Background: an optimization exercise with open tools, aiming at small area and a short achievable clock period. Do not read the settings as production practice. Function was checked by simulation only, so behaviour that the tests miss may differ from the original. Power and IR drop assume default switching activity.

==> flow/design.v <==
module rf_rd_bit (
  input  logic [31:1] s,
  input  logic [31:1] d,
  output logic        y
);
  logic [3:0] p;
  ao8  u0 (.s(s[8:1]),   .d(d[8:1]),   .y(p[0]));
  ao8  u1 (.s(s[16:9]),  .d(d[16:9]),  .y(p[1]));
  ao8  u2 (.s(s[24:17]), .d(d[24:17]), .y(p[2]));
  ao7  u3 (.s(s[31:25]), .d(d[31:25]), .y(p[3]));
  or4x uo (.a(p), .y(y));
endmodule
module rf_rd_bit2 (
  input  logic [32:1] s,
  input  logic [32:1] d,
  output logic        y
);
  logic [3:0] p;
  ao8  u0 (.s(s[8:1]),   .d(d[8:1]),   .y(p[0]));
  ao8  u1 (.s(s[16:9]),  .d(d[16:9]),  .y(p[1]));
  ao8  u2 (.s(s[24:17]), .d(d[24:17]), .y(p[2]));
  ao8  u3 (.s(s[32:25]), .d(d[32:25]), .y(p[3]));
  or4x uo (.a(p), .y(y));
endmodule
module add33 (
  input  logic [31:0] a,
  input  logic [31:0] b,
  input  logic        ci,
  output logic [32:0] s
);
  logic [31:0] g0, p0;
  logic [31:0] g [6];
  logic [31:0] p [6];
  assign g0 = a & b;
  assign p0 = a ^ b;
  always_comb begin
    g[0] = g0;
    p[0] = p0;
    g[0][0] = g0[0] | (p0[0] & ci);
    for (int l = 0; l < 5; l++)
      for (int i = 0; i < 32; i++)
        if ((i >> l) & 1) begin
          g[l+1][i] = g[l][i] | (p[l][i] & g[l][((i >> l) << l) - 1]);
          p[l+1][i] = p[l][i] & p[l][((i >> l) << l) - 1];
        end else begin
          g[l+1][i] = g[l][i];
          p[l+1][i] = p[l][i];
        end
    s[0] = p0[0] ^ ci;
    for (int i = 1; i < 32; i++) s[i] = p0[i] ^ g[5][i-1];
    s[32] = g[5][31];
  end
endmodule
module cla13 (
  input  logic [12:0] a,
  input  logic [12:0] b,
  output logic [13:1] c
);
  logic [12:0] g [5];
  logic [12:0] t [5];
  always_comb begin
    g[0] = a & b;
    t[0] = a | b;
    for (int l = 0; l < 4; l++)
      for (int i = 0; i < 13; i++)
        if ((i >> l) & 1) begin
          g[l+1][i] = g[l][i] | (t[l][i] & g[l][((i >> l) << l) - 1]);
          t[l+1][i] = t[l][i] & t[l][((i >> l) << l) - 1];
        end else begin
          g[l+1][i] = g[l][i];
          t[l+1][i] = t[l][i];
        end
    for (int i = 1; i < 14; i++) c[i] = g[4][i-1];
  end
endmodule
module mem_rd_bit (
  input  logic [63:0] s,
  input  logic [63:0] d,
  output logic        y
);
  logic [7:0] p;
  genvar i;
  generate
    for (i = 0; i < 8; i++) begin : g_p
      ao8 u (.s(s[8*i +: 8]), .d(d[8*i +: 8]), .y(p[i]));
    end
  endgenerate
  or8x uo (.a(p), .y(y));
endmodule
module ao8 (
  input  logic [7:0] s,
  input  logic [7:0] d,
  output logic       y
);
  assign y = |(s & d);
endmodule
module ao7 (
  input  logic [6:0] s,
  input  logic [6:0] d,
  output logic       y
);
  assign y = |(s & d);
endmodule
module g_nor2 (
  input  logic a, b,
  output logic y
);
  assign y = ~(a | b);
endmodule
module g_nand2 (
  input  logic a, b,
  output logic y
);
  assign y = ~(a & b);
endmodule
module g_nand4 (
  input  logic a, b, c, d,
  output logic y
);
  assign y = ~(a & b & c & d);
endmodule
module or4x (
  input  logic [3:0] a,
  output logic       y
);
  logic [1:0] n;
  g_nor2  u0 (.a(a[0]), .b(a[1]), .y(n[0]));
  g_nor2  u1 (.a(a[2]), .b(a[3]), .y(n[1]));
  g_nand2 u2 (.a(n[0]), .b(n[1]), .y(y));
endmodule
module or8x (
  input  logic [7:0] a,
  output logic       y
);
  logic [3:0] n;
  g_nor2  u0 (.a(a[0]), .b(a[1]), .y(n[0]));
  g_nor2  u1 (.a(a[2]), .b(a[3]), .y(n[1]));
  g_nor2  u2 (.a(a[4]), .b(a[5]), .y(n[2]));
  g_nor2  u3 (.a(a[6]), .b(a[7]), .y(n[3]));
  g_nand4 u4 (.a(n[0]), .b(n[1]), .c(n[2]), .d(n[3]), .y(y));
endmodule
module ld_bit (
  input  logic [3:0] s,
  input  logic [3:0] d,
  input  logic       a,
  input  logic       e,
  input  logic       f,
  output logic       y
);
  assign y = (|(s & d)) | a | e | f;
endmodule
module wb_ao (
  input  logic [8:0] s,
  input  logic [8:0] d,
  output logic       y
);
  assign y = |(s & d);
endmodule
module and4x (
  input  logic [3:0] a,
  input  logic       en,
  output logic [3:0] y
);
  assign y = a & {4{en}};
endmodule
module singlecycle(
  input  wire        i_clk,
  input  wire        i_rst,
  input  wire [31:0] i_io_sw,
  input  wire [31:0] i_io_btn,
  output wire [31:0] o_imem_addr,
  input  wire [31:0] i_imem_data,
  output wire [31:0] o_pc_debug,
  output wire        o_insn_vld,
  output wire [31:0] o_io_ledg,
  output wire [31:0] o_io_ledr,
  output wire [31:0] o_io_lcd,
  output wire [6:0]  o_io_hex0,
  output wire [6:0]  o_io_hex1,
  output wire [6:0]  o_io_hex2,
  output wire [6:0]  o_io_hex3,
  output wire [6:0]  o_io_hex4,
  output wire [6:0]  o_io_hex5,
  output wire [6:0]  o_io_hex6,
  output wire [6:0]  o_io_hex7
);
  logic [31:0] pc, pc_dbg;
  logic        vld;
  wire  [31:0] ins = i_imem_data;
  assign o_imem_addr = pc;
  wire [6:0] op  = ins[6:0];
  wire [2:0] f3  = ins[14:12];
  wire [4:0] rs1a = ins[19:15];
  wire [4:0] rs2a = ins[24:20];
  wire [4:0] rda  = ins[11:7];
  wire is_load  = (op == 7'b0000011);
  wire is_store = (op == 7'b0100011);
  wire is_r     = (op == 7'b0110011);
  wire is_br    = (op == 7'b1100011);
  wire is_i     = (op == 7'b0010011);
  wire is_jal   = (op == 7'b1101111);
  wire is_jalr  = (op == 7'b1100111);
  wire is_lui   = (op == 7'b0110111);
  wire is_auipc = (op == 7'b0010111);
  wire insn_vld = is_load | is_store | is_r | is_br | is_i | is_jal | is_jalr | is_lui | is_auipc;
  wire rd_we    = is_load | is_r | is_i | is_jal | is_jalr | is_lui | is_auipc;
  wire [31:0] imm_i = {{20{ins[31]}}, ins[31:20]};
  wire [31:0] imm_s = {{20{ins[31]}}, ins[31:25], ins[11:7]};
  wire [31:0] imm_b = {{20{ins[31]}}, ins[7], ins[30:25], ins[11:8], 1'b0};
  wire [31:0] imm_j = {{12{ins[31]}}, ins[19:12], ins[20], ins[30:21], 1'b0};
  wire [31:0] imm_u = {ins[31:12], 12'b0};
  logic [31:0] wb;
  logic [31:0] rfq [32];
  logic [31:1] rf_v;
  logic [31:1] rf_we;
  genvar g, b;
  generate
    for (g = 1; g < 32; g++) begin : g_rf
      logic [31:0] q;
      logic        v;
      assign rf_we[g] = rd_we && (rda == g);
      always_ff @(posedge i_clk)
        if (rf_we[g]) q <= wb;
      always_ff @(posedge i_clk or posedge i_rst)
        if (i_rst) v <= 1'b0;
        else if (rf_we[g]) v <= 1'b1;
      assign rfq[g]  = q;
      assign rf_v[g] = v;
    end
  endgenerate
  wire use_rs2 = ins[5] & ~ins[3] & ~ins[2];
  wire [31:0] imm_i_w = imm_i;
  logic [31:1] s1, s2;
  always_comb
    for (int k = 1; k < 32; k++) begin
      s1[k] = rf_v[k] && (rs1a == k);
      s2[k] = rf_v[k] && (rs2a == k) && use_rs2;
    end
  logic [31:0] rs1, opb;
  generate
    for (b = 0; b < 32; b++) begin : g_rfrd
      logic [31:1] col;
      for (g = 1; g < 32; g++) begin : g_c
        assign col[g] = rfq[g][b];
      end
      rf_rd_bit  u1 (.s(s1), .d(col), .y(rs1[b]));
      rf_rd_bit2 u2 (.s({~use_rs2, s2}), .d({imm_i_w[b], col}), .y(opb[b]));
    end
  endgenerate
  wire [31:0] imm_ls = {imm_i[31:5], ins[5] ? ins[11:7] : ins[24:20]};
  wire op_br  = ins[6] & ~ins[2];
  wire op_ri  = ins[4] & ~ins[2];
  wire msub   = op_br | (op_ri && f3[2:1] == 2'b01) | (op_ri && ins[5] && f3 == 3'b000 && ins[30]);
  logic [32:0] madd;
  add33 u_add (.a(rs1), .b(opb ^ {32{msub}}), .ci(msub), .s(madd));
  wire un   = (op_br && f3[2:1] == 2'b11) || (op_ri && f3 == 3'b011);
  wire eq   = (rs1 == opb);
  wire less = un ? (~madd[32] | (opb == 32'b0))
                 : ((rs1[31] ^ opb[31]) ? rs1[31] : madd[31]);
  logic taken;
  always_comb
    case (f3)
      3'b000:  taken = eq;
      3'b001:  taken = !eq;
      3'b100:  taken = less;
      3'b101:  taken = !less | eq;
      3'b110:  taken = less;
      3'b111:  taken = !less | eq;
      default: taken = 1'b0;
    endcase
  logic [31:0] imm_pc;
  always_comb begin
    if (is_br)       imm_pc = imm_b;
    else if (is_jal) imm_pc = imm_j;
    else             imm_pc = imm_u;
  end
  wire [31:0] pct = pc + imm_pc;
  wire [4:0]  sh = opb[4:0];
  wire        shl_op = ~f3[2];
  logic [31:0] sh_in, shl;
  always_comb
    for (int k = 0; k < 32; k++) sh_in[k] = shl_op ? rs1[31-k] : rs1[k];
  wire [63:0] shr_w = {{32{ins[30] & rs1[31] & ~shl_op}}, sh_in} >> sh;
  always_comb
    for (int k = 0; k < 32; k++) shl[k] = shr_w[31-k];
  logic [13:1] cy;                     
  cla13 u_cla (.a(rs1[12:0]), .b(imm_ls[12:0]), .c(cy));
  wire [1:0]  off = rs1[1:0] + imm_ls[1:0];
  wire [31:0] ax = rs1 ^ imm_ls;
  wire [31:0] ag = rs1 & imm_ls;
  localparam int NR = 8;
  localparam logic [32*NR-1:0] RK  = {32'h7810, 32'h7800, 32'h7030, 32'h7024,
                                      32'h7020, 32'h7010, 32'h7000, 32'h2000};
  localparam logic [5*NR-1:0]  RLO = {5'd4, 5'd4, 5'd4, 5'd2, 5'd2, 5'd4, 5'd4, 5'd13};
  logic [NR-1:0] hit;
  always_comb
    for (int r = 0; r < NR; r++) begin
      logic ok, ci;
      ok = 1'b1;
      for (int i = 2; i < 32; i++) begin
        if (i == RLO[5*r +: 5]) begin
          ci = (i == 13) ? cy[13] : (i == 4) ? cy[4] : cy[2];
          ok = ok & ~(ax[i] ^ ci ^ RK[32*r + i]);
        end else if (i > RLO[5*r +: 5]) begin
          ci = ax[i-1] ? ~RK[32*r + i - 1] : ag[i-1];
          ok = ok & ~(ax[i] ^ ci ^ RK[32*r + i]);
        end
      end
      hit[r] = ok;
    end
  wire in_mem  = hit[0];
  wire in_ledr = hit[1];
  wire in_ledg = hit[2];
  wire in_seg0 = hit[3];
  wire in_seg1 = hit[4];
  wire in_lcd  = hit[5];
  wire in_sw   = hit[6];
  wire in_btn  = hit[7];
  wire [7:0] sa = rs1[7:0];
  wire [7:0] sb = imm_ls[7:0];
  wire       c2 = (sa[1] & sb[1]) | ((sa[1] | sb[1]) & sa[0] & sb[0]);
  logic [63:0] wsel;
  always_comb
    for (int w = 0; w < 64; w++) begin
      logic [7:0] k;
      logic       ok, ci;
      k  = {w[5:0], 2'b00};
      ok = ~(sa[2] ^ sb[2] ^ c2 ^ k[2]);
      for (int i = 3; i < 8; i++) begin
        ci = (sa[i-1] == sb[i-1]) ? sa[i-1] : ~k[i-1];
        ok = ok & ~(sa[i] ^ sb[i] ^ ci ^ k[i]);
      end
      wsel[w] = ok;
    end
  logic [31:0] memq [64];
  logic [31:0] mem_rd;
  logic [3:0]  lane_we [4];    
  generate
    for (g = 0; g < 64; g++) begin : g_mem
      logic [31:0] q;
      for (b = 0; b < 4; b++) begin : g_lane
        always_ff @(posedge i_clk)
          if (lane_we[g / 16][b] && wsel[g]) q[8*b +: 8] <= sdata[8*b +: 8];
      end
      assign memq[g] = q;
    end
    for (b = 0; b < 32; b++) begin : g_mrd
      logic [63:0] col;
      for (g = 0; g < 64; g++) begin : g_c
        assign col[g] = memq[g][b];
      end
      mem_rd_bit u (.s(wsel), .d(col), .y(mem_rd[b]));
    end
  endgenerate
  logic [3:0]  m0, mask;
  logic [31:0] sdata;
  always_comb begin
    case (f3)
      3'b010:  m0 = 4'b1111;
      3'b001:  m0 = 4'b0011;
      3'b000:  m0 = 4'b0001;
      default: m0 = 4'b0000;
    endcase
    mask  = m0 << off;
    sdata = opb << {off, 3'b000};
  end
  wire st_mem = is_store & in_mem;
  generate
    for (g = 0; g < 4; g++) begin : g_lwe
      and4x u (.a(mask), .en(st_mem), .y(lane_we[g]));
    end
  endgenerate
  logic [16:0] ledr;
  logic [7:0]  ledg;
  logic [31:0] lcd;
  logic [63:0] seg;
  wire seg_h3 = (f3 == 3'b001) && (off == 2'b11);    
  always_ff @(posedge i_clk or posedge i_rst) begin
    if (i_rst) begin
      ledr <= '0;
      ledg <= '0;
      lcd  <= '0;
      seg  <= '0;
    end else if (is_store) begin
      if (in_ledr) ledr <= opb[16:0];
      if (in_ledg) ledg <= opb[7:0];
      if (in_lcd)  lcd  <= opb;
      for (int k = 0; k < 4; k++) begin
        if (in_seg0 && mask[k] && !seg_h3) seg[8*k +: 8]      <= sdata[8*k +: 8];
        if (in_seg1 && mask[k] && !seg_h3) seg[32 + 8*k +: 8] <= sdata[8*k +: 8];
      end
    end
  end
  assign o_io_ledr = {15'b0, ledr};
  assign o_io_ledg = {24'b0, ledg};
  assign o_io_lcd  = lcd;
  assign o_io_hex0 = seg[6:0];
  assign o_io_hex1 = seg[14:8];
  assign o_io_hex2 = seg[22:16];
  assign o_io_hex3 = seg[30:24];
  assign o_io_hex4 = seg[38:32];
  assign o_io_hex5 = seg[46:40];
  assign o_io_hex6 = seg[54:48];
  assign o_io_hex7 = seg[62:56];
  wire ld_w  = is_load && (f3 == 3'b010);
  wire ld_h  = is_load && (f3 == 3'b001) && (off != 2'b11);
  wire ld_hu = is_load && (f3 == 3'b101) && (off != 2'b11);
  wire ld_b  = is_load && (f3 == 3'b000);
  wire ld_bu = is_load && (f3 == 3'b100);
  logic [3:0] lane_ok;    
  always_comb begin
    lane_ok[0] = ld_w | ld_h | ld_hu | ld_b | ld_bu;
    lane_ok[1] = ld_w | ld_h | ld_hu;
    lane_ok[2] = ld_w;
    lane_ok[3] = ld_w;
  end
  logic [3:0] tk [4];     
  logic [3:0] sg [4];     
  always_comb
    for (int r = 0; r < 4; r++)
      for (int s2 = 0; s2 < 4; s2++) begin
        tk[r][s2] = (s2 >= r) && lane_ok[r] && (s2 - r == off);
        sg[r][s2] = ((r >= 1) && ld_b && (off == s2)) || ((r >= 2) && ld_h && (off + 1 == s2));
      end
  wire [31:0] segw = ({32{in_seg0}} & seg[31:0]) | ({32{in_seg1}} & seg[63:32]);
  logic [31:0] ld_io;
  always_comb begin
    for (int r = 0; r < 4; r++) begin
      logic [7:0] byt;
      logic       sb7;
      byt = '0;
      sb7 = 1'b0;
      for (int s2 = 0; s2 < 4; s2++) begin
        byt = byt | ({8{tk[r][s2]}} & segw[8*s2 +: 8]);
        sb7 = sb7 | (sg[r][s2] & segw[8*s2 + 7]);
      end
      ld_io[8*r +: 8] = byt | {8{sb7}};
    end
    ld_io = ld_io | ({32{is_load & in_ledr}} & {15'b0, ledr})
                  | ({32{is_load & in_ledg}} & {24'b0, ledg})
                  | ({32{is_load & in_lcd}}  & lcd)
                  | ({32{is_load & in_sw}}   & {14'b0, i_io_sw[17:0]})
                  | ({32{is_load & in_btn}}  & {22'b0, i_io_btn[9:0]});
  end
  logic [3:0] tkm [4];
  logic [3:0] sgm;        
  always_comb
    for (int r = 0; r < 4; r++) begin
      tkm[r] = tk[r] & {4{in_mem}};
      sgm[r] = 1'b0;
      for (int s2 = 0; s2 < 4; s2++)
        sgm[r] = sgm[r] | (sg[r][s2] & in_mem & mem_rd[8*s2 + 7]);
    end
  wire [31:0] pc4 = pc + 32'd4;
  wire alu_op = is_r | is_i;
  logic [8:0] wsl;
  always_comb begin
    wsl[0] = alu_op && f3 == 3'b000;       
    wsl[1] = alu_op && f3 == 3'b001;       
    wsl[2] = alu_op && f3 == 3'b100;       
    wsl[3] = alu_op && f3 == 3'b101;       
    wsl[4] = alu_op && f3 == 3'b110;       
    wsl[5] = alu_op && f3 == 3'b111;       
    wsl[6] = is_jal | is_jalr;             
    wsl[7] = is_lui;
    wsl[8] = is_auipc;
  end
  wire slt_wb = alu_op && f3[2:1] == 2'b01 && less;
  logic [31:0] wb_e;
  generate
    for (b = 0; b < 32; b++) begin : g_wbe
      wb_ao u (
        .s(wsl),
        .d({pct[b], imm_u[b], pc4[b], rs1[b] & opb[b], rs1[b] | opb[b], shr_w[b],
            rs1[b] ^ opb[b], shl[b], madd[b]}),
        .y(wb_e[b]));
    end
  endgenerate
  generate
    for (b = 0; b < 32; b++) begin : g_wb
      logic [3:0] dsrc;
      for (g = 0; g < 4; g++) begin : g_s
        assign dsrc[g] = mem_rd[8*g + (b % 8)];
      end
      ld_bit u (.s(tkm[b / 8]), .d(dsrc), .a(b == 0 ? slt_wb : sgm[b / 8]), .e(wb_e[b]), .f(ld_io[b]), .y(wb[b]));
    end
  endgenerate
  logic [31:0] pc_nx;
  always_comb begin
    if (is_jalr)                      pc_nx = madd[31:0];
    else if (is_jal | (is_br & taken)) pc_nx = pct;
    else                              pc_nx = pc4;
  end
  always_ff @(posedge i_clk or posedge i_rst) begin
    if (i_rst) begin
      pc     <= '0;
      pc_dbg <= '0;
      vld    <= 1'b0;
    end else begin
      pc     <= pc_nx;
      pc_dbg <= pc;
      vld    <= insn_vld;
    end
  end
  assign o_pc_debug = pc_dbg;
  assign o_insn_vld = vld;
endmodule
==> flow/flow/run.sh <==
#!/bin/bash
set -euo pipefail
LATE_MARGIN=6.5

bash standard.sh synth floorplan > flow_1_synth_floorplan.log 2>&1

# the make command of standard.sh, without its setup margin
MK=$(grep '^make ' standard.sh | sed -e 's/ "\${@:-finish}"$//' -e 's/ SETUP_SLACK_MARGIN=[^ ]*//')
eval "$MK SETUP_SLACK_MARGIN=5 'BUFFER_PORTS_ARGS=-buffer_cell sky130_fd_sc_hd__buf_2' place" > flow_2_place.log 2>&1
eval "$MK SETUP_SLACK_MARGIN=$LATE_MARGIN cts"    > flow_3_cts.log 2>&1
eval "$MK SETUP_SLACK_MARGIN=$LATE_MARGIN route"  > flow_4_route.log 2>&1
eval "$MK SETUP_SLACK_MARGIN=$LATE_MARGIN finish" > flow_5_finish.log 2>&1

# nothing left to make; standard.sh writes out/final.def
bash standard.sh finish > flow_6_write_def.log 2>&1
==> flow/standard.sh <==
#!/bin/bash
# synth_recipe.tcl (not shown) runs the flow's synth.tcl, then flattens the netlist and writes it again
# the make line also repeats each setting of config.mk as NAME=value (left out here)
make -C /OpenROAD-flow-scripts/flow DESIGN_CONFIG=/design/flow/config.mk WORK_HOME=/design/flow/orfs CLKGATE_MAP_FILE= SYNTH_SCRIPT=/design/flow/synth_recipe.tcl "${@:-finish}"
==> flow/config.mk <==
export PLATFORM = sky130hd
export DESIGN_NAME = singlecycle
export DESIGN_NICKNAME = singlecycle
export VERILOG_FILES = /design/flow/design.v
export SDC_FILE = /design/flow/constraint.sdc
export NUM_CORES = 8
export LEC_CHECK = 0
export CAP_MARGIN = 20
export CORE_MARGIN = 2
export CORE_UTILIZATION = 60
export CTS_CLUSTER_DIAMETER = 80
export CTS_CLUSTER_SIZE = 24
export SETUP_SLACK_MARGIN = 5
export SLEW_MARGIN = 20
export SYNTH_HIERARCHICAL = 1
export SYNTH_MINIMUM_KEEP_SIZE = 0
==> flow/constraint.sdc <==
create_clock -name core_clock -period 15.0 [get_ports {i_clk}]
set_input_delay 3.0000 -clock core_clock [delete_from_list [all_inputs] [get_ports {i_clk}]]
set_output_delay 3.0000 -clock core_clock [all_outputs]
set_load 0.01 [all_outputs]
==> results of run 1 <==
-- metrics by stage --
stage               total power (W)  utilization (%)  setup slack [ns]
floorplan                    0.0119                -              5.11
global placement             0.0131             63.4              2.73
detailed placement           0.0131             63.5              2.59
CTS                          0.0179             66.8              6.50
global route                 0.0185             67.5              6.25
finish                       0.0181             67.5              6.20
-- power by group through the flow --
stage | clock network [W] | registers [W] | logic [W]
6_report | 0.00489 | 0.0105 | 0.00270
5_1_grt | 0.00519 | 0.0105 | 0.00277
4_1_cts | 0.00489 | 0.0105 | 0.00252
3_5_place_dp | 0 | 0.0107 | 0.00240
3_3_place_gp | 0 | 0.0107 | 0.00235
2_1_floorplan | 0 | 0.0108 | 0.00114
-- registers in the layout, indices dropped and copies added (netlist names) --
name     count
g_mem.q   2048
g_rf.q     992
g_rf.v      31
lcd         32
ledg         8
ledr        17
pc          32
pc_dbg      32
seg         64
vld          1
-- worst max-delay path: stages --
cell and delay [ns]:
buf_8 0.18, nor2b_4 0.25, nor2b_4 0.27, and3_1 0.20
buf_4 0.33, buf_6 0.30, a22oi_1 0.12, nand4_1 0.13
nor2_1 0.05, nand2_1 0.43, inv_1 0.17, ha_1 0.33
xor2_1 0.17, nand3_1 0.16, nor4_4 0.07, buf_4 0.16
nand3_4 0.20, nor4_4 0.08, buf_4 0.26, a222oi_1 1.03
nand4_1 0.55, nor3_4 0.42, nand3_1 0.12, buf_4 0.26
-- cell usage in the layout, fill, tap and decap left out, types with 50 or more instances in the layout --
| cell | count |
|---|---|
| nor2_4 | 86 |
| buf_6 | 50 |
| nand2_1 | 381 |
| a22oi_1 | 2111 |
| edfxtp_1 | 3040 |
| xnor2_1 | 85 |
| and2_1 | 287 |
| xor2_1 | 51 |
| o21ai_0 | 222 |
| a21oi_1 | 89 |
| ha_1 | 154 |
| inv_1 | 119 |
| buf_2 | 229 |
| nor2_2 | 101 |
| nand4_1 | 546 |
| buf_4 | 363 |
| dfrtp_1 | 217 |
| buf_12 | 57 |
| conb_1 | 106 |
| a222oi_1 | 97 |
| clkbuf_16 | 173 |
| nand3_1 | 125 |
| nor2_1 | 356 |
-- worst paths after layout --
path                                  startpoint                       to  slack (ns)  cells after the start
max in group asynchronous                  i_rst      lcd[21]$_DFFE_PP0P_       11.31                      3
min                           seg[7]$_DFFE_PP0P_       seg[7]$_DFFE_PP0P_        0.50                      2
min in group asynchronous                  i_rst     pc_dbg[11]$_DFF_PP0_        2.21                      2
min reg2reg                   seg[7]$_DFFE_PP0P_       seg[7]$_DFFE_PP0P_        0.50                      2
max                              i_imem_data[16]  g_rf[10].q[1]$_DFFE_PP_        6.20                     24
max reg2reg                g_rf[9].v$_DFFE_PP0P_  g_rf[10].q[1]$_DFFE_PP_        8.45                     20
-- final cells by class --
class / instances / area (um^2) / share of cell area, %
Clock buffer: 182 / 4090 / 2.67
Clock inverter: 33 / 607 / 0.396
Timing Repair Buffer: 736 / 6310 / 4.12
Multi-Input combinational cell: 5659 / 40900 / 26.7
Inverter: 185 / 797 / 0.520
Sequential cell: 3257 / 96700 / 63.1
Antenna cell: 26 / 65.1 / 0.0425
Tap cell: 3009 / 3760 / 2.46
-- repair_timing --
| action | 4_1_cts | 5_1_grt |
|---|---|---|
| cloned | 7 | 15 |
| gates resized for setup | 493 | 263 |
| pin swaps | 73 | 100 |
| endpoints found under the setup margin | 3079 | 3071 |
| buffers inserted | 84 | 38 |
-- metal layers --
| metal | GRT usage, % | wire (um) |
|---|---|---|
| met1 | 58.2 | 179000 |
| met2 | 59.0 | 212000 |
| met3 | 14.0 | 78900 |
| met4 | 17.8 | 26500 |
| met5 | 0.911 | 410 |
==> summary.txt, run 1 <==
Status
  • Outcome: complete, no violations

Global routing
  • First-pass GRT wire length: about 670000 um
  • Overflow after GRT: 0
  • GRT Total Usage: 41.4%
  • Antenna violations before repair: 26
  • Largest net degree at the start of global routing: 101
  • Vias in the first global route: around 89000

Layout
  • Share of layout cells above drive strength 1: 15.7%
  • Area Overhead vs Synth: 12.2%
  • Fin nets: 10300
  • Non-filler instance count after layout: 13100
  • Fill cell count: 15700
  • Final Cell Area: 153000 um^2

Floorplanning
  • Die area: about 230000 um^2
  • Effective utilization at floorplan: 60.2%
  • Core area: 227000 um^2
  • Die W: 481 um
  • Io pins: 315
  • Die H: between 400 and 500 um
  • Cell Rows: between 150 and 200

Route
  • DRT antenna net count: 0
  • Detailed Routing Iterations Pass 1: 11
  • Initial drt markers: 18400
  • Via count: approximately 100000
  • Final WL: 497000 um
  • Vias per cell: between 7 and 8
  • Avg WL per Cell: 38.0 um
  • DRC: 0

Clock network
  • H-tree Lvls: 4
  • Clock latency on the worst-skew pair: 0.92 ns
  • Num CTS Buffers: 160
  • CTS Hold Bufs: 0
  • Root Buffer: clkbuf_16
  • Clock buffer depth: 3
  • CTS tree: built
  • Clock Sinks: 3257
  • Worst-path clk slew: 0.08 ns

Synth
  • Mapped cell area: approximately 140000 um^2
  • Synth Instances: 9229
  • Avg Cell Area, Syn: 14.8 um^2
  • Yosys warnings: 24

Worst setup path
  • Worst endpoint required time: 15.58 ns
  • WP data arrival: ~9.4 ns
  • CP endpoint kind: flip-flop
  • Startpoint types: primary input
  • CP max FO: 32
  • Crit Path Category: primary input to flip-flop

STA
  • Final hold slack: just under 0.5 ns
  • Worst Tran Pin Value: about 1.3 ns
  • Minimum clock period: 8.80 ns
  • Max-slew headroom: 14.9%
  • Slew Viols, Final: 0
  • Final setup viols: 0
  • Final Cycle Share: 58.6%
  • Peak Freq: 114 MHz
  • Clock Skew: 0.0757 ns
  • Final Hold Violating Endpoints: 0
  • Setup_tns: 0 ns
  • Unrepaired setup endpoints after global routing: true

Placement
  • Area of placed instances: roughly 140000 um^2
  • I/O Buffers: ~240
  • Placer congestion estimate: ~1.0
  • Dpl cells: ~13000
  • Hpwl dp: 319000 um

Pwr
  • Sw Pwr: 0.00501 W
  • Combinational power share: between 10% and 20%
  • P_int: 0.0131 W
  • Clock share of power: between 20 and 30%
  • Power Dens Cells: 118 nW/um^2
  • Sw frac: 27.7%
  • Reg power frac: 58.2%
  • Leak: about 51 nW
  • Max VDD drop: 0.000139 V

Run
  • Number of max-cap violations: 0

Min path
  • Worst min path class: flip-flop to flip-flop
==> run 2, diff against run 1 <==
--- a/flow/flow/run.sh
+++ b/flow/flow/run.sh
@@ -2,3 +2,3 @@
 set -euo pipefail
-LATE_MARGIN=6.5
+LATE_MARGIN=7.0
 
==> run 2 against run 1 <==
  * Synthesized cell count unchanged
  * Sequential power barely moved
  * Die area unchanged
  * First-iteration DRC count up 3.4%
  * Maximum frequency up 0.70%
  * Wire length grew 5.0%
  * Global-route usage is 1.0 points higher
  * Largest cell class unchanged
  * Largest power group unchanged
  * Highest routed layer unchanged
==> summary.txt, run 2 <==
STA
  • Max-slew headroom: 6.20%
  • Worst Tran Pin Value: 1.39 ns
  • Clock Skew: 0.0788 ns
  • Minimum clock period: 8.73 ns
  • Final hold slack: 0.500 ns
  • Unrepaired setup endpoints after global routing: true
  • Final Hold Violating Endpoints: 0
  • Setup_tns: 0 ns
  • Slew Viols, Final: 0
  • Peak Freq: between 100 and 150 MHz
  • Final Cycle Share: 58.2%
  • Final worst slack: between 6 and 7 ns
  • Final setup viols: 0

Synth
  • Avg Cell Area, Syn: approximately 15 um^2
  • Synth Instances: 9229
  • Yosys warnings: 24
  • Mapped cell area: between 100000 and 150000 um^2

Layout
  • Reg with most FFs: g_mem.q
  • Fin nets: 10600
  • Area Overhead vs Synth: 17.6%
  • Max reg flops: 2048
  • Share of layout cells above drive strength 1: 23.6%
  • Largest regs: g_mem.q: 2048 flops, g_rf.q: 992 flops, seg: 64 flops
  • Fill cell count: 14800
  • Util after Layout: about 71%
  • Commonest cells after routing, fill and taps aside: edfxtp_1, a22oi_1, buf_4
  • Final Cell Area: 161000 um^2
  • Most common cell after layout, fill and taps aside: edfxtp_1

Clock network
  • Num CTS Buffers: 160
  • Worst-path clk slew: 0.09 ns
  • Clock latency on the worst-skew pair: ~0.93 ns
  • H-tree Lvls: 4
  • Clock buffer depth: 3
  • Root Buffer: clkbuf_16
  • CTS tree: built
  • CTS Hold Bufs: 0
  • Clock Sinks: 3257

Route
  • DRT antenna net count: 0
  • Final WL: 521000 um
  • Detailed Routing Iterations Pass 1: 12
  • Avg WL per Cell: around 39 um
  • DRC: 0
  • Vias per cell: 7.51
  • Via count: 101000
  • Initial drt markers: 19100

Global routing
  • Largest net degree at the start of global routing: 101
  • Vias in the first global route: about 90000
  • GRT Total Usage: 42.4%
  • Overflow after GRT: 0
  • Antenna violations before repair: 29
  • First-pass GRT wire length: 685000 um

Worst setup path
  • CP max stage cell: a222oi_1
  • Worst endpoint required time: 15.63 ns
  • WP data arrival: roughly 9.4 ns
  • CP max stage delay: 0.60 ns
  • R2R setup slack: 8.62 ns
  • CP endpoint kind: flip-flop
  • Crit Path Category: primary input to flip-flop
  • Startpoint types: primary input
  • CP max FO: 15
  • CP dominant cell by count: buf_6

Pwr
  • Power Dens Cells: 116 nW/um^2
  • Leak: 53.9 nW
  • Max VDD drop: 0.000138 V

Floorplanning
  • Cell Rows: 175
  • Effective utilization at floorplan: 60.2%
  • Io pins: 315
  • Die area: between 200000 and 250000 um^2
  • Core area: 227000 um^2
  • Die W: slightly below 500 um
  • Die H: around 480 um

Placement
  • Hpwl dp: 319000 um
  • Area of placed instances: approximately 140000 um^2
  • Placer congestion estimate: 1.05
  • Pre-CTS setup slack: ~2.6 ns
  • I/O Buffers: 239

Run
  • Number of max-cap violations: 0

Status
  • Outcome: complete, no violations

Min path
  • Worst min path class: flip-flop to flip-flop
==> run 2: what timing repair did <==
item                                    in CTS  in global routing
endpoints found under the setup margin    3154               3070
pin swaps                                  164                263
resized for setup                          873                800
gates cloned                                26                 50
setup buffers                              147                301
==> run 2: power by group <==
| part | total, W | internal (W) | switching [W] |
|---|---|---|---|
| clock | 0.00491 | 0.00203 | 0.00288 |
| sequential | 0.0105 | 0.0104 | 0.0000999 |
| combinational | 0.00318 | 0.000919 | 0.00226 |
| total | 0.0186 | 0.0134 | 0.00523 |
==> run 2: layout make-up <==
| type | count | area, um^2 | area share (%) |
|---|---|---|---|
| sequential | 3257 | 96700 | 60.2 |
| timing repair inverter | 1 | 8.76 | 0.00545 |
| inverter | 185 | 865 | 0.538 |
| antenna | 19 | 47.5 | 0.0296 |
| clock inverter | 33 | 607 | 0.378 |
| timing repair buffer | 1110 | 11400 | 7.12 |
| tap | 3009 | 3760 | 2.34 |
| clock buffer | 182 | 4090 | 2.54 |
| multi-input combinational | 5663 | 43100 | 26.8 |
==> run 2: final timing paths <==
check	start	endpoint	cells past startpoint
hold reg to reg	seg[31]$_DFFE_PP0P_	seg[31]$_DFFE_PP0P_	2
setup / recovery	i_imem_data[21]	g_rf[23].q[27]$_DFFE_PP_	28
setup reg to reg	g_rf[16].v$_DFFE_PP0P_	g_rf[23].q[27]$_DFFE_PP_	26
hold / removal	seg[31]$_DFFE_PP0P_	seg[31]$_DFFE_PP0P_	2
max in group asynchronous	i_rst	seg[61]$_DFFE_PP0P_	3
min in group asynchronous	i_rst	pc_dbg[11]$_DFF_PP0_	2
==> run 2: stage by stage <==
step | power (W) | std cells
after global placement | 0.0131 | 12700
after floorplan | 0.0119 | 9334
after global routing | 0.0190 | 13400
final | 0.0186 | 13500
after detailed placement | 0.0131 | 12700
after CTS | 0.0181 | 13100
==> run 2: metal layers <==
metal / global-route usage, % / vias up / share of wire (%)
met5: 0.269 / - / 0.057
met4: 19.5 / 20 / 6.5
met3: 15.6 / 1818 / 17
met2: 60.2 / 8848 / 42
met1: 58.7 / 50100 / 35
li1: - / 40300 / -
==> run 2: critical path: cells and delay by family <==
kind / cells / cell delay [ns]
AOI/OAI and AO/OA: 8 / 2.06
xor gates and xnor gates: 1 / 0.25
adders and majority gates: 1 / 0.24
buffers and inverters: 9 / 1.65
and+or+nand+nor: 9 / 2.11
==> run 3, diff against run 2 <==
--- a/flow/flow/run.sh
+++ b/flow/flow/run.sh
@@ -2,3 +2,3 @@
 set -euo pipefail
-LATE_MARGIN=7.0
+LATE_MARGIN=6.0
 
==> run 3 against run 2 <==
  * Via count is 4.4% lower
  * Critical path type unchanged
  * Combinational power is 18% lower
  * Still clean
  * Utilization is 4.2 points lower
  * Flip-flop and latch count stayed put
  * Synthesized area stayed put
==> summary.txt, run 3 <==
STA
  • Final Cycle Share: 61.2%
  • Slew Viols, Final: 0
  • Peak Freq: 109 MHz
  • Setup_tns: 0 ns
  • Unrepaired setup endpoints after global routing: true
  • Worst Tran Pin Value: 1.26 ns
  • Final Hold Violating Endpoints: 0
  • Final hold slack: between 0.4 and 0.5 ns
  • Clock Skew: 0.0776 ns
  • Max-slew headroom: 15.1%
  • Final setup viols: 0
  • Minimum clock period: 9.18 ns

Min path
  • Worst min path class: flip-flop to flip-flop
  • Worst Hold End: g_rf[28].v$_DFFE_PP0P_
  • Worst hold path startpoint: g_rf[28].v$_DFFE_PP0P_
  • WHS Path Cells: 1

Worst setup path
  • Crit Path Category: primary input to flip-flop
  • Startpoint types: primary input
  • Reg-to-Reg Start: g_rf[9].v$_DFFE_PP0P_
  • WP data arrival: 9.75 ns
  • CP max FO: 32
  • CP endpoint kind: flip-flop
  • RR Endpoint: g_rf[9].q[12]$_DFFE_PP_
  • Worst endpoint required time: about 16 ns
  • R2R setup slack: 8.15 ns
  • R2R depth: 19

Pwr
  • Reg power frac: 58.4%
  • Leak: ~50 nW
  • Max VDD drop: 0.000139 V
  • Sw frac: 27.5%
  • Power Dens Cells: 119 nW/um^2
  • Pwr Total: approximately 0.018 W
  • Clock share of power: between 20% and 30%
  • P_int: roughly 0.013 W
  • Sw Pwr: 0.00497 W
  • Combinational power share: 14.5%

Global routing
  • Vias in the first global route: 89000
  • First-pass GRT wire length: 666000 um
  • Largest net degree at the start of global routing: 101
  • Antenna violations before repair: 32
  • Overflow after GRT: 0
  • GRT Total Usage: 41.1%

Route
  • Wl on met1: 179000 um
  • DRT antenna net count: 0
  • Via count: 96700
  • Vias per cell: 7.43
  • Avg WL per Cell: 37.4 um
  • DRC: 0
  • Final WL: between 400000 and 500000 um
  • Met2 WL: 207000 um
  • Detailed Routing Iterations Pass 1: 10
  • Routed wl met3: around 76000 um
  • Initial drt markers: 17500
  • Max Used Layer: met5

Clock network
  • Worst-path clk slew: 0.09 ns
  • Clock Sinks: around 3300
  • Num CTS Buffers: between 150 and 200
  • CTS Hold Bufs: 0
  • Clock buffer depth: 3
  • Clock latency on the worst-skew pair: 0.92 ns
  • Root Buffer: clkbuf_16
  • H-tree Lvls: 4
  • CTS tree: built

Synth
  • Synth Instances: between 9000 and 10000
  • Avg Cell Area, Syn: 14.8 um^2
  • Mapped cell area: 137000 um^2
  • Yosys warnings: 24

Layout
  • Non-filler instance count after layout: 13000
  • Most common cell after layout, fill and taps aside: edfxtp_1
  • Max reg flops: approximately 2000
  • Commonest cells after routing, fill and taps aside: edfxtp_1, a22oi_1, nand4_1
  • Largest regs: g_mem.q: 2048 flops, g_rf.q: 992 flops, seg: 64 flops
  • Share of layout cells above drive strength 1: 14.2%
  • Fin nets: 10200
  • Util after Layout: 66.6%
  • Reg with most FFs: g_mem.q
  • Area Overhead vs Synth: 10.7%

Floorplanning
  • Core area: between 200000 and 250000 um^2
  • Die H: 481 um
  • Die area: roughly 230000 um^2
  • Effective utilization at floorplan: 60.2%
  • Die W: 481 um
  • Io pins: roughly 320
  • Cell Rows: 175

Placement
  • Hpwl dp: 319000 um
  • Dpl cells: between 10000 and 15000
  • Placer congestion estimate: about 1.0
  • I/O Buffers: 239

Status
  • Outcome: complete, no violations

Run
  • Number of max-cap violations: 0
[run 3: how the worst max path moves through the flow]
stage | from | depth (start not counted) | slack, ns | endpoint
3_3_place_gp | i_imem_data[17] | 27 | 2.73 | g_rf[2].q[28]$_DFFE_PP_
6_report | i_imem_data[18] | 23 | 5.82 | g_rf[9].q[12]$_DFFE_PP_
3_5_place_dp | i_imem_data[16] | 26 | 2.59 | g_rf[1].q[21]$_DFFE_PP_
5_1_grt | i_imem_data[19] | 29 | 5.93 | g_rf[2].q[8]$_DFFE_PP_
4_1_cts | i_imem_data[19] | 28 | 6.00 | g_rf[12].q[12]$_DFFE_PP_
2_1_floorplan | i_imem_data[2] | 35 | 5.11 | pc[25]$_DFF_PP0_
[run 3: power by group through the flow]
stage	Sequential, W	Combinational [W]	Clock (W)
finish	0.0105	0.00262	0.00488
global route	0.0105	0.00270	0.00519
CTS	0.0105	0.00247	0.00489
detailed placement	0.0107	0.00240	0
global placement	0.0107	0.00235	0
floorplan	0.0108	0.00114	0
[run 3: cell type report]
type,count,area (um^2)
repair buffers,675,5130
flip-flops and latches,3257,96700
clock buffers,182,4090
clock inverters,33,607
diodes,15,37.5
well taps,3009,3760
inverters,185,772
multi-input cells,5656,40000
fillers,15900,75700
[run 3: worst max-delay path, cell delays in order]
cell	delay [ns]
buf_4	0.20
nor2b_2	0.21
and2_1	0.21
and3_2	0.37
buf_4	0.27
buf_4	0.23
a22oi_1	0.20
nand4_1	0.18
nor2_2	0.43
nand2_2	0.31
inv_1	0.27
ha_1	0.28
xor2_1	0.16
nand4_1	0.15
nor4_4	0.09
nand3_2	0.29
nor4_4	0.09
buf_4	0.27
a222oi_1	1.13
nand4b_1	0.47
nor3_4	0.45
nand3_1	0.12
buf_4	0.26
[run 3: timing repair]
item | CTS | global route
cloned | 4 | 3
endpoints found under the hold margin | 0 | 0
setup buffers | 32 | 42
gates resized for setup | 267 | 187
endpoints found under the setup margin | 3071 | 3071
pin swaps | 24 | 32
[run 3: per-layer routing]
| layer | global-route usage [%] | vias up |
|---|---|---|
| li1 | - | 39300 |
| met1 | 58.2 | 48300 |
| met2 | 58.5 | 7635 |
| met3 | 13.7 | 1322 |
| met4 | 17.6 | 30 |
| met5 | 0.911 | - |
[run 3: metrics by stage]
step	instance area [um^2]	worst slack, ns
floorplan	137000	5.11
global placement	144000	2.73
detailed placement	144000	2.59
CTS	150000	6.00
global route	151000	5.93
finish	151000	5.82
==> run 4, diff against run 3 <==
--- a/flow/flow/run.sh
+++ b/flow/flow/run.sh
@@ -2,3 +2,3 @@
 set -euo pipefail
-LATE_MARGIN=6.0
+LATE_MARGIN=6.5
 
--- a/flow/config.mk
+++ b/flow/config.mk
@@ -16 +16,2 @@
 export SYNTH_MINIMUM_KEEP_SIZE = 0
+export TNS_END_PERCENT = 0
==> run 4 against run 3 <==
  * Still clean on timing, DRC and antenna
  * Count of clock-buffer cells in the layout stayed put
  * Utilization increased by 0.73 points
  * Total power rose by 0.28%
  * Final cell count is 0.50% higher
  * Worst setup slack improved by 0.29 ns
  * Clock power about the same
  * First-iteration DRC count grew 5.1%
  * Critical path depth is the same
  * Combinational power grew 2%
  * Wire length is 2.1% higher
  * Largest power group unchanged
==> summary.txt, run 4 <==
Floorplanning
  • Die W: 481 um
  • Effective utilization at floorplan: 60.2%
  • Cell Rows: 175
  • Die area: 231000 um^2
  • Io pins: 315
  • Die H: 481 um
  • Core area: 227000 um^2

Layout
  • Util after Layout: 67.4%
  • Area Overhead vs Synth: 11.9%
  • Fill cell count: roughly 16000
  • Max reg flops: between 2000 and 2500
  • Commonest cells after routing, fill and taps aside: edfxtp_1, a22oi_1, nand4_1
  • Reg with most FFs: g_mem.q
  • Non-filler instance count after layout: 13100
  • Share of layout cells above drive strength 1: between 15 and 20%
  • Most common cell after layout, fill and taps aside: edfxtp_1
  • Largest regs: g_mem.q: 2048 flops, g_rf.q: 992 flops, seg: 64 flops
  • Fin nets: 10300

Placement
  • Placer congestion estimate: 1.05
  • I/O Buffers: 239
  • Dpl cells: 12700
  • Hpwl dp: 319000 um

Route
  • Final WL: 497000 um
  • Initial drt markers: approximately 18000
  • DRC: 0
  • DRT antenna net count: 0
  • Avg WL per Cell: 38.0 um
  • Detailed Routing Iterations Pass 1: 12
  • Vias per cell: 7.48
  • Via count: between 90000 and 100k

Worst setup path
  • CP max stage delay: 1.09 ns
  • CP dominant cell by count: buf_4
  • Worst endpoint required time: 15.56 ns
  • Startpoint types: primary input
  • CP max FO: 32
  • Buffer and inverter count on the worst path: 6
  • Kind of cell adding the most delay to the critical path: simple AND/OR/NAND/NOR gates
  • R2R setup slack: 8.27 ns
  • CP max stage cell: a222oi_1
  • WP data arrival: 9.45 ns
  • CP endpoint kind: flip-flop
  • CP cell instances: buf_6, nor2b_4, and2_1, and3_4, buf_4, buf_4, a22oi_1, nand4_1, nor2_2, nand2_2, inv_1, ha_1, xor2_1, nand4_1, nor4_4, nand3_4, nor4_4, buf_4, a222oi_1, nand4_1, nor3_4, nand3_1, buf_4
  • Crit Path Category: primary input to flip-flop

Global routing
  • Vias in the first global route: 89300
  • Overflow after GRT: 0
  • Largest net degree at the start of global routing: between 100 and 150
  • First-pass GRT wire length: 670000 um
  • Antenna violations before repair: 26
  • GRT Total Usage: 41.4%

Synth
  • Yosys warnings: 24
  • Synth Instances: 9229
  • Mapped cell area: 137000 um^2
  • Avg Cell Area, Syn: 14.8 um^2

STA
  • Peak Freq: about 110 MHz
  • Final Hold Violating Endpoints: 0
  • Slew Viols, Final: 0
  • Setup_tns: 0 ns
  • Final Cycle Share: 59.3%
  • Final setup viols: 0
  • Final hold slack: 0.497 ns
  • Unrepaired setup endpoints after global routing: true
  • Max-slew headroom: between 10% and 20%
  • Worst Tran Pin Value: 1.21 ns
  • Minimum clock period: 8.89 ns
  • Clock Skew: about 0.078 ns

Min path
  • Worst min path class: flip-flop to flip-flop

Run
  • Number of max-cap violations: 0

Clock network
  • Clock buffer depth: 3
  • Root Buffer: clkbuf_16
  • H-tree Lvls: 4
  • Worst-path clk slew: 0.09 ns
  • Clock latency on the worst-skew pair: a little over 0.9 ns
  • CTS tree: built
  • Num CTS Buffers: 160
  • Clock Sinks: 3257

Status
  • Outcome: complete, no violations

Pwr
  • Leak: about 50 nW
  • Power Dens Cells: 118 nW/um^2
  • Max VDD drop: around 0.00014 V
  • Pwr Total: about 0.018 W
run 4: cell types whose count changed in the layout (fill, tap and decap cells not counted), sizes merged:
cell and delta:
clkbuf +5, clkinvlp +3, buf +56, inv -3, and3 +1, bufbuf +3
run 4: what timing repair did:
action                     in CTS  in global routing
setup buffers                  77                 48
gates resized for setup       468                174
setup endpoints to repair    3079               3071
pin swaps                      62                 64
cloned                          7                 15
hold buffers                    0                  0
run 4: cell type report:
type	instances	area, um^2	share of cell area, %
clock buffer	182	4090	2.67
timing repair buffer	739	6200	4.06
sequential	3257	96700	63.3
clock inverter	33	607	0.397
tap	3009	3760	2.46
inverter	185	798	0.522
antenna	15	37.5	0.0246
multi-input combinational	5657	40600	26.6
run 4: where the power goes:
part	internal, W	switching, W
clock network	0.00203	0.00286
logic	0.000623	0.00204
registers	0.0104	0.0000984
total	0.0131	0.00500
run 4: worst min-delay path, cell delays in order, from the launching register on:
cell	delay (ns)
dfrtp_1	0.36
nand2_1	0.05
o21ai_0	0.06
run 4: path summary, 6_finish.rpt:
| check | start | to | cells after the start |
|---|---|---|---|
| worst min register to register | seg[7]$_DFFE_PP0P_ | seg[7]$_DFFE_PP0P_ | 2 |
| min in group asynchronous | i_rst | pc_dbg[11]$_DFF_PP0_ | 2 |
| worst max-delay path | i_imem_data[18] | g_rf[21].q[3]$_DFFE_PP_ | 23 |
| worst min-delay path | seg[7]$_DFFE_PP0P_ | seg[7]$_DFFE_PP0P_ | 2 |
| worst max register to register | g_rf[16].v$_DFFE_PP0P_ | g_rf[21].q[3]$_DFFE_PP_ | 18 |
| max in group asynchronous | i_rst | seg[54]$_DFFE_PP0P_ | 3 |
run 4: stage by stage:
step                      worst slack [ns]  cell area [um^2]
after floorplan                       5.11            137000
after global placement                2.73            144000
after detailed placement              2.59            144000
after CTS                             6.46            151000
after global routing                  6.21            153000
final                                 6.11            153000
run 4: per-layer routing:
metal,global-route usage (%),share of wire [%]
met5,0.911,0.078
met4,18.1,5.6
met3,13.9,16
met2,58.9,42
met1,58.4,36
==> run 5, diff against run 4 <==
--- a/flow/flow/run.sh
+++ b/flow/flow/run.sh
@@ -9,5 +9,5 @@
 eval "$MK SETUP_SLACK_MARGIN=5 'BUFFER_PORTS_ARGS=-buffer_cell sky130_fd_sc_hd__buf_2' place" > flow_2_place.log 2>&1
-eval "$MK SETUP_SLACK_MARGIN=$LATE_MARGIN cts"    > flow_3_cts.log 2>&1
-eval "$MK SETUP_SLACK_MARGIN=$LATE_MARGIN route"  > flow_4_route.log 2>&1
-eval "$MK SETUP_SLACK_MARGIN=$LATE_MARGIN finish" > flow_5_finish.log 2>&1
+eval "$MK SETUP_SLACK_MARGIN=$LATE_MARGIN SKIP_GATE_CLONING=1 cts"    > flow_3_cts.log 2>&1
+eval "$MK SETUP_SLACK_MARGIN=$LATE_MARGIN SKIP_GATE_CLONING=1 route"  > flow_4_route.log 2>&1
+eval "$MK SETUP_SLACK_MARGIN=$LATE_MARGIN SKIP_GATE_CLONING=1 finish" > flow_5_finish.log 2>&1
 
--- a/flow/config.mk
+++ b/flow/config.mk
@@ -16,2 +16 @@
 export SYNTH_MINIMUM_KEEP_SIZE = 0
-export TNS_END_PERCENT = 0
==> run 5 against run 4 <==
  * Sequential share of layout area decreased by 0.30 points
  * Critical endpoint unchanged
  * Combinational power about the same
  * Via count about the same
  * Total power grew 0.19%
==> summary.txt, run 5 <==
Layout
  • Commonest cells after routing, fill and taps aside: edfxtp_1, a22oi_1, nand4_1
  • Fin nets: between 10000 and 15000
  • Most common cell after layout, fill and taps aside: edfxtp_1
  • Util after Layout: 67.7%
  • Fill cell count: 15700
  • Share of layout cells above drive strength 1: 16.1%
  • Max reg flops: between 2000 and 2500
  • Largest regs: g_mem.q: 2048 flops, g_rf.q: 992 flops, seg: 64 flops
  • Area Overhead vs Synth: 12.4%
  • Non-filler instance count after layout: between 10000 and 15000
  • Reg with most FFs: g_mem.q

STA
  • Clock Skew: approximately 0.073 ns
  • Max-slew headroom: 13.5%
  • Setup_tns: 0 ns
  • Worst Tran Pin Value: 1.30 ns
  • Unrepaired setup endpoints after global routing: true
  • Final setup viols: 0
  • Final Cycle Share: 58.6%
  • Peak Freq: 114 MHz
  • Final Hold Violating Endpoints: 0
  • Final worst slack: 6.21 ns
  • Slew Viols, Final: 0
  • Minimum clock period: slightly below 9 ns

Pwr
  • Power Dens Cells: about 120 nW/um^2
  • P_int: 0.0131 W
  • Sw frac: between 20% and 30%
  • Clock share of power: 27.0%
  • Leak: 50.8 nW
  • Combinational power share: between 10 and 15%
  • Sw Pwr: 0.00501 W
  • Reg power frac: 58.1%
  • Max VDD drop: 0.000139 V

Route
  • Final WL: 498000 um
  • DRT antenna net count: 0
  • Initial drt markers: 18200
  • Detailed Routing Iterations Pass 1: 14
  • Via count: 97800
  • Avg WL per Cell: about 38 um
  • Vias per cell: 7.46
  • DRC: 0

Floorplanning
  • Io pins: between 300 and 400
  • Effective utilization at floorplan: 60.2%
  • Die W: 481 um
  • Die area: 231000 um^2
  • Die H: 481 um
  • Core area: 227000 um^2
  • Cell Rows: 175

Clock network
  • CTS tree: built
  • Num CTS Buffers: 160
  • Clock Sinks: 3257
  • Root Buffer: clkbuf_16
  • Worst-path clk slew: 0.09 ns
  • Clock buffer depth: 3
  • CTS Hold Bufs: 0
  • H-tree Lvls: 4
  • Clock latency on the worst-skew pair: 0.92 ns

Min path
  • Worst min path class: flip-flop to flip-flop

Global routing
  • Overflow after GRT: 0
  • Vias in the first global route: 89400
  • Antenna violations before repair: 26
  • GRT Total Usage: between 40 and 50%
  • First-pass GRT wire length: between 600000 and 700000 um
  • Largest net degree at the start of global routing: around 100

Worst setup path
  • Startpoint types: primary input
  • CP endpoint kind: flip-flop
  • WP data arrival: around 9.4 ns
  • Worst endpoint required time: 15.57 ns
  • CP max FO: 32
  • Crit Path Category: primary input to flip-flop
  • R2R setup slack: roughly 8.4 ns

Placement
  • Dpl cells: 12700
  • Placer congestion estimate: ~1.0
  • Hpwl dp: ~320000 um
  • Pre-CTS setup slack: 2.59 ns
  • I/O Buffers: 239

Synth
  • Avg Cell Area, Syn: ~15 um^2
  • Mapped cell area: 137000 um^2
  • Yosys warnings: 24
  • Synth Instances: 9229

Status
  • Outcome: complete, no violations

Run
  • Number of max-cap violations: 0
## run 5: cell types whose count changed in the layout (fill, tap and decap cells not counted), sizes merged
cell / delta
and3: -1
diode: -1
nor3: -1
clkbuf: -14
bufbuf: -4
nor2: -1
nand3: -1
inv: +1
clkinvlp: -1
buf: +65
## run 5: worst paths after layout
| kind | startpoint | to | depth (start not counted) |
|---|---|---|---|
| worst max register to register | g_rf[1].v$_DFFE_PP0P_ | g_rf[21].q[3]$_DFFE_PP_ | 20 |
| max in group asynchronous | i_rst | lcd[20]$_DFFE_PP0P_ | 3 |
| worst min-delay path | seg[7]$_DFFE_PP0P_ | seg[7]$_DFFE_PP0P_ | 2 |
| worst max-delay path | i_imem_data[16] | g_rf[21].q[3]$_DFFE_PP_ | 22 |
| min in group asynchronous | i_rst | pc_dbg[11]$_DFF_PP0_ | 2 |
| worst min register to register | seg[7]$_DFFE_PP0P_ | seg[7]$_DFFE_PP0P_ | 2 |
## run 5: power by group through the flow
| stage | registers (W) | logic (W) | clock network, W |
|---|---|---|---|
| finish | 0.0105 | 0.00269 | 0.00490 |
| global route | 0.0105 | 0.00276 | 0.00519 |
| CTS | 0.0105 | 0.00251 | 0.00489 |
| detailed placement | 0.0107 | 0.00240 | 0 |
| global placement | 0.0107 | 0.00235 | 0 |
| floorplan | 0.0108 | 0.00114 | 0 |
## run 5: layout make-up
type | instances | area [um^2] | share of cell area [%]
clock inverter | 33 | 607 | 0.395
multi-input combinational | 5653 | 40800 | 26.6
tap | 3009 | 3760 | 2.45
clock buffer | 182 | 4090 | 2.66
inverter | 185 | 800 | 0.521
sequential | 3257 | 96700 | 63.0
antenna | 14 | 35.0 | 0.0228
timing repair buffer | 786 | 6740 | 4.39
## run 5: through the flow
| stage | power, W | area (um^2) | hold WS, ns |
|---|---|---|---|
| CTS | 0.0179 | 151000 | 0.486 |
| global placement | 0.0131 | 144000 | 0.460 |
| detailed placement | 0.0131 | 144000 | 0.467 |
| finish | 0.0181 | 154000 | 0.496 |
| floorplan | 0.0119 | 137000 | 0.411 |
| global route | 0.0185 | 153000 | 0.505 |
## run 5: critical path, stage by stage
cell,delay [ns]
buf_6,0.16
and2_4,0.21
nor2b_4,0.15
and3_1,0.20
buf_8,0.21
a22oi_1,0.23
nand4_1,0.12
nor2_1,0.56
nand2_2,0.34
inv_1,0.29
ha_1,0.29
xor2_1,0.17
nand4_1,0.17
nor4_4,0.10
nand3_4,0.21
nor4_4,0.08
buf_4,0.27
a222oi_1,1.10
nand4_1,0.51
nor3_4,0.49
nand3_1,0.13
buf_4,0.27
## run 5: metal layers
layer | share of wire (%) | track usage, % | vias to the layer above
li1 | - | - | 39500
met5 | 0.021 | 0 | -
met4 | 5.5 | 18.0 | 16
met2 | 42 | 58.9 | 8130
met1 | 36 | 58.7 | 48700
met3 | 16 | 13.5 | 1453
## run 5: timing repair
action	in CTS	in global routing
setup endpoints to repair	3079	3071
pin swaps	60	90
setup buffers	81	109
gates resized for setup	470	285
==> run 6, diff against run 5 <==
--- a/flow/design.v
+++ b/flow/design.v
@@ -24,2 +24,17 @@
 endmodule
+module dec2 (
+  input  logic [1:0] a,
+  output logic [3:0] y
+);
+  always_comb
+    for (int k = 0; k < 4; k++) y[k] = (a == k);
+endmodule
+module dec3e (
+  input  logic [2:0] a,
+  input  logic       en,
+  output logic [7:0] y
+);
+  always_comb
+    for (int k = 0; k < 8; k++) y[k] = en && (a == k);
+endmodule
 module add33 (
@@ -232,2 +247,8 @@
   wire [31:0] imm_i_w = imm_i;
+  logic [3:0] d1lo, d2lo;
+  logic [7:0] d1hi, d2hi;
+  dec2  u_d1lo (.a(rs1a[1:0]), .y(d1lo));
+  dec3e u_d1hi (.a(rs1a[4:2]), .en(1'b1), .y(d1hi));
+  dec2  u_d2lo (.a(rs2a[1:0]), .y(d2lo));
+  dec3e u_d2hi (.a(rs2a[4:2]), .en(use_rs2), .y(d2hi));
   logic [31:1] s1, s2;
@@ -235,4 +256,4 @@
     for (int k = 1; k < 32; k++) begin
-      s1[k] = rf_v[k] && (rs1a == k);
-      s2[k] = rf_v[k] && (rs2a == k) && use_rs2;
+      s1[k] = rf_v[k] & d1lo[k % 4] & d1hi[k / 4];
+      s2[k] = rf_v[k] & d2lo[k % 4] & d2hi[k / 4];
     end
--- a/flow/flow/run.sh
+++ b/flow/flow/run.sh
@@ -9,5 +9,5 @@
 eval "$MK SETUP_SLACK_MARGIN=5 'BUFFER_PORTS_ARGS=-buffer_cell sky130_fd_sc_hd__buf_2' place" > flow_2_place.log 2>&1
-eval "$MK SETUP_SLACK_MARGIN=$LATE_MARGIN SKIP_GATE_CLONING=1 cts"    > flow_3_cts.log 2>&1
-eval "$MK SETUP_SLACK_MARGIN=$LATE_MARGIN SKIP_GATE_CLONING=1 route"  > flow_4_route.log 2>&1
-eval "$MK SETUP_SLACK_MARGIN=$LATE_MARGIN SKIP_GATE_CLONING=1 finish" > flow_5_finish.log 2>&1
+eval "$MK SETUP_SLACK_MARGIN=$LATE_MARGIN cts"    > flow_3_cts.log 2>&1
+eval "$MK SETUP_SLACK_MARGIN=$LATE_MARGIN route"  > flow_4_route.log 2>&1
+eval "$MK SETUP_SLACK_MARGIN=$LATE_MARGIN finish" > flow_5_finish.log 2>&1
 
==> run 6 against run 5 <==
  * Non-clock buffer count rose by 178
  * Global-route usage rose by 0.80 points
  * Critical path type unchanged
  * Maximum frequency rose by 0.23%
  * Worst hold slack got worse by 0.023 ns
  * Count of clock-buffer cells in the layout rose by 9
  * Critical endpoint is now g_rf[26].q[13]$_DFFE_PP_
  * Critical path depth rose by 5
  * Utilization rose by 1.5 points
  * Clock power rose by 3%
  * Combinational power fell by 9.7%
  * Wire length rose by 1.7%
  * Highest routed layer unchanged
  * Register-to-register slack got worse by 0.14 ns
  * Largest cell class unchanged
==> summary.txt, run 6 <==
STA
  • Slew Viols, Final: 0
  • Worst Tran Pin Value: between 1 and 1.5 ns
  • Peak Freq: 114 MHz
  • Minimum clock period: 8.77 ns
  • Clock Skew: 0.0612 ns
  • Final Hold Violating Endpoints: 0
  • Final setup viols: 0
  • Unrepaired setup endpoints after global routing: true
  • Max-slew headroom: between 10% and 20%
  • Setup_tns: 0 ns
  • Final Cycle Share: 58.5%

Global routing
  • Met3 Use GR: 15.4%
  • Met2 Usage GRT: 59.5%
  • Vias in the first global route: roughly 90000
  • GRT Total Usage: a little over two fifths
  • Overflow after GRT: 0
  • GRT met1 Usage: 57.8%
  • Antenna violations before repair: 31
  • Global routing's busiest layer: met2
  • Largest net degree at the start of global routing: 87
  • First-pass GRT wire length: between 600000 and 700000 um

Floorplanning
  • Die H: 481 um
  • Cell Rows: 175
  • Die W: 481 um
  • Die area: 232000 um^2
  • Effective utilization at floorplan: approximately three fifths
  • Core area: 227000 um^2
  • Io pins: ~320

Clock network
  • H-tree Lvls: 4
  • Clock latency on the worst-skew pair: ~0.91 ns
  • Clock Sinks: approximately 3300
  • Root Buffer: clkbuf_16
  • Clock buffer depth: 3
  • CTS tree: built
  • Num CTS Buffers: 164
  • CTS Hold Bufs: 0
  • Worst-path clk slew: 0.10 ns

Worst setup path
  • CP max stage cell: mux4_2
  • R2R depth: 21
  • WP data arrival: about 9.4 ns
  • CP endpoint kind: flip-flop
  • CP max stage delay: roughly 0.54 ns
  • Startpoint types: primary input
  • Kind of cell adding the most delay to the critical path: simple AND/OR/NAND/NOR gates
  • Worst endpoint required time: 15.63 ns
  • Buffer and inverter count on the worst path: 8
  • Levels on crit path: 27
  • Crit Path Category: primary input to flip-flop
  • CP max FO: 9

Layout
  • Area Overhead vs Synth: 14.9%
  • Reg with most FFs: g_mem.q
  • Commonest cells after routing, fill and taps aside: edfxtp_1, a22oi_1, nand4_1
  • Final Cell Area: 157000 um^2
  • Util after Layout: 69.2%
  • Share of layout cells above drive strength 1: 19.5%
  • Most common cell after layout, fill and taps aside: edfxtp_1
  • Fin nets: 10500
  • Largest regs: g_mem.q: 2048 flops, g_rf.q: 992 flops, seg: 64 flops
  • Max reg flops: 2048

Route
  • Detailed Routing Iterations Pass 1: 10
  • Initial drt markers: 18200
  • Final WL: 507000 um
  • Via count: 99600
  • Vias per cell: approximately 7.5
  • Avg WL per Cell: 38.0 um
  • DRT antenna net count: 0
  • DRC: 0

Placement
  • I/O Buffers: 239
  • Hpwl dp: roughly 320000 um
  • Placer congestion estimate: 1.09
  • Area of placed instances: about 140000 um^2

Synth
  • Avg Cell Area, Syn: 14.9 um^2
  • Yosys warnings: 26
  • Mapped cell area: 137000 um^2
  • Synth Instances: roughly 9200

Min path
  • Worst min path class: flip-flop to flip-flop
  • WHS Path Cells: 0

Status
  • Outcome: complete, no violations

Pwr
  • Max VDD drop: 0.000136 V
  • Leak: between 50 and 60 nW
  • Power Dens Cells: 114 nW/um^2

Run
  • Number of max-cap violations: 0
==> run 6: timing repair <==
| action | 4_1_cts | 5_1_grt |
|---|---|---|
| pin swaps | 136 | 163 |
| gates cloned | 33 | 24 |
| resized for setup | 554 | 456 |
| buffers inserted | 193 | 206 |
| hold endpoints to repair | 0 | 0 |
| setup endpoints to repair | 3183 | 2239 |
==> run 6: layout make-up <==
cell class                      count  area (um^2)
Clock inverter                     41          714
Fill cell                       15300        69900
Timing Repair Buffer              964         8570
Inverter                          182          781
Sequential cell                  3257        96700
Tap cell                         3009         3760
Timing Repair inverter              1         7.51
Clock buffer                      191         4230
Multi-Input combinational cell   5659        42300
Antenna cell                       20         50.0
==> run 6: stage by stage <==
| step | cells | total power [W] | hold WS [ns] | setup slack (ns) |
|---|---|---|---|---|
| 2_1_floorplan | 9304 | 0.0115 | 0.411 | 5.08 |
| 3_3_place_gp | 12600 | 0.0125 | 0.433 | 2.51 |
| 3_5_place_dp | 12600 | 0.0126 | 0.441 | 2.30 |
| 4_1_cts | 13100 | 0.0176 | 0.473 | 6.49 |
| 5_1_grt | 13300 | 0.0182 | 0.486 | 6.21 |
| 6_report | 13300 | 0.0179 | 0.473 | 6.23 |
==> run 6: power breakdown <==
group	switching (W)	internal, W	leakage [nW]	total, W
combinational	0.00177	0.000658	19.6	0.00243
clock	0.00290	0.00217	2.39	0.00507
sequential	0.000120	0.0103	30.6	0.0104
==> run 6: final timing paths <==
path	slack [ns]	to	start
worst max-delay path	6.23	g_rf[26].q[13]$_DFFE_PP_	i_imem_data[17]
worst min-delay path	0.47	pc_dbg[29]$_DFF_PP0_	pc[29]$_DFF_PP0_
worst max register to register	8.25	g_rf[2].q[12]$_DFFE_PP_	g_rf[14].v$_DFFE_PP0P_
worst min register to register	0.47	pc_dbg[29]$_DFF_PP0_	pc[29]$_DFF_PP0_
max in group asynchronous	10.59	seg[40]$_DFFE_PP0P_	i_rst
min in group asynchronous	2.22	pc_dbg[24]$_DFF_PP0_	i_rst
==> run 6: metal layers <==
layer  share of wire [%]  wire (um)  vias up
met5                0.13        660        -
met4                 6.5      33000       20
met3                  16      81500     1616
met2                  42     211000     8440
met1                  36     180000    49500
li1                    -          -    40000

[static timing again, ports no longer ideal]
The flow's constraints put no driver on any port. The routed layouts listed below were extracted and timed again, unchanged, in two steps.
Step 1: set_driving_cell puts a clkbuf_16 on i_clk and a buf_2 on each other input, an assumption about the parent block.
Step 2 times the ports against the registers' clock, not the clock port: input delays grow and output delays shrink by t, the midpoint of the rising clock arrivals with the driver on.
Three values: ideal ports, drivers, drivers and shift; two values: the first two.
run	t (ns)	setup WS [ns]	latest minus earliest clock arrival (ns)
run 1	0.973	6.204 / 6.244 / 5.272	0.080 / 0.079
run 2	1.002	6.265 / 6.322 / 5.320	0.082 / 0.082
run 3	0.969	5.818 / 5.881 / 4.913	0.084 / 0.083
run 4	0.976	6.112 / 6.167 / 5.191	0.083 / 0.082
run 5	0.996	6.210 / 6.263 / 5.268	0.077 / 0.077
run 6	0.968	6.230 / 6.271 / 5.302	0.061 / 0.061
After both steps setup and hold are still met in every run listed. The setup slack of run 2, which loses most, moves by +0.057 ns with the drivers and by -0.945 ns with both steps.
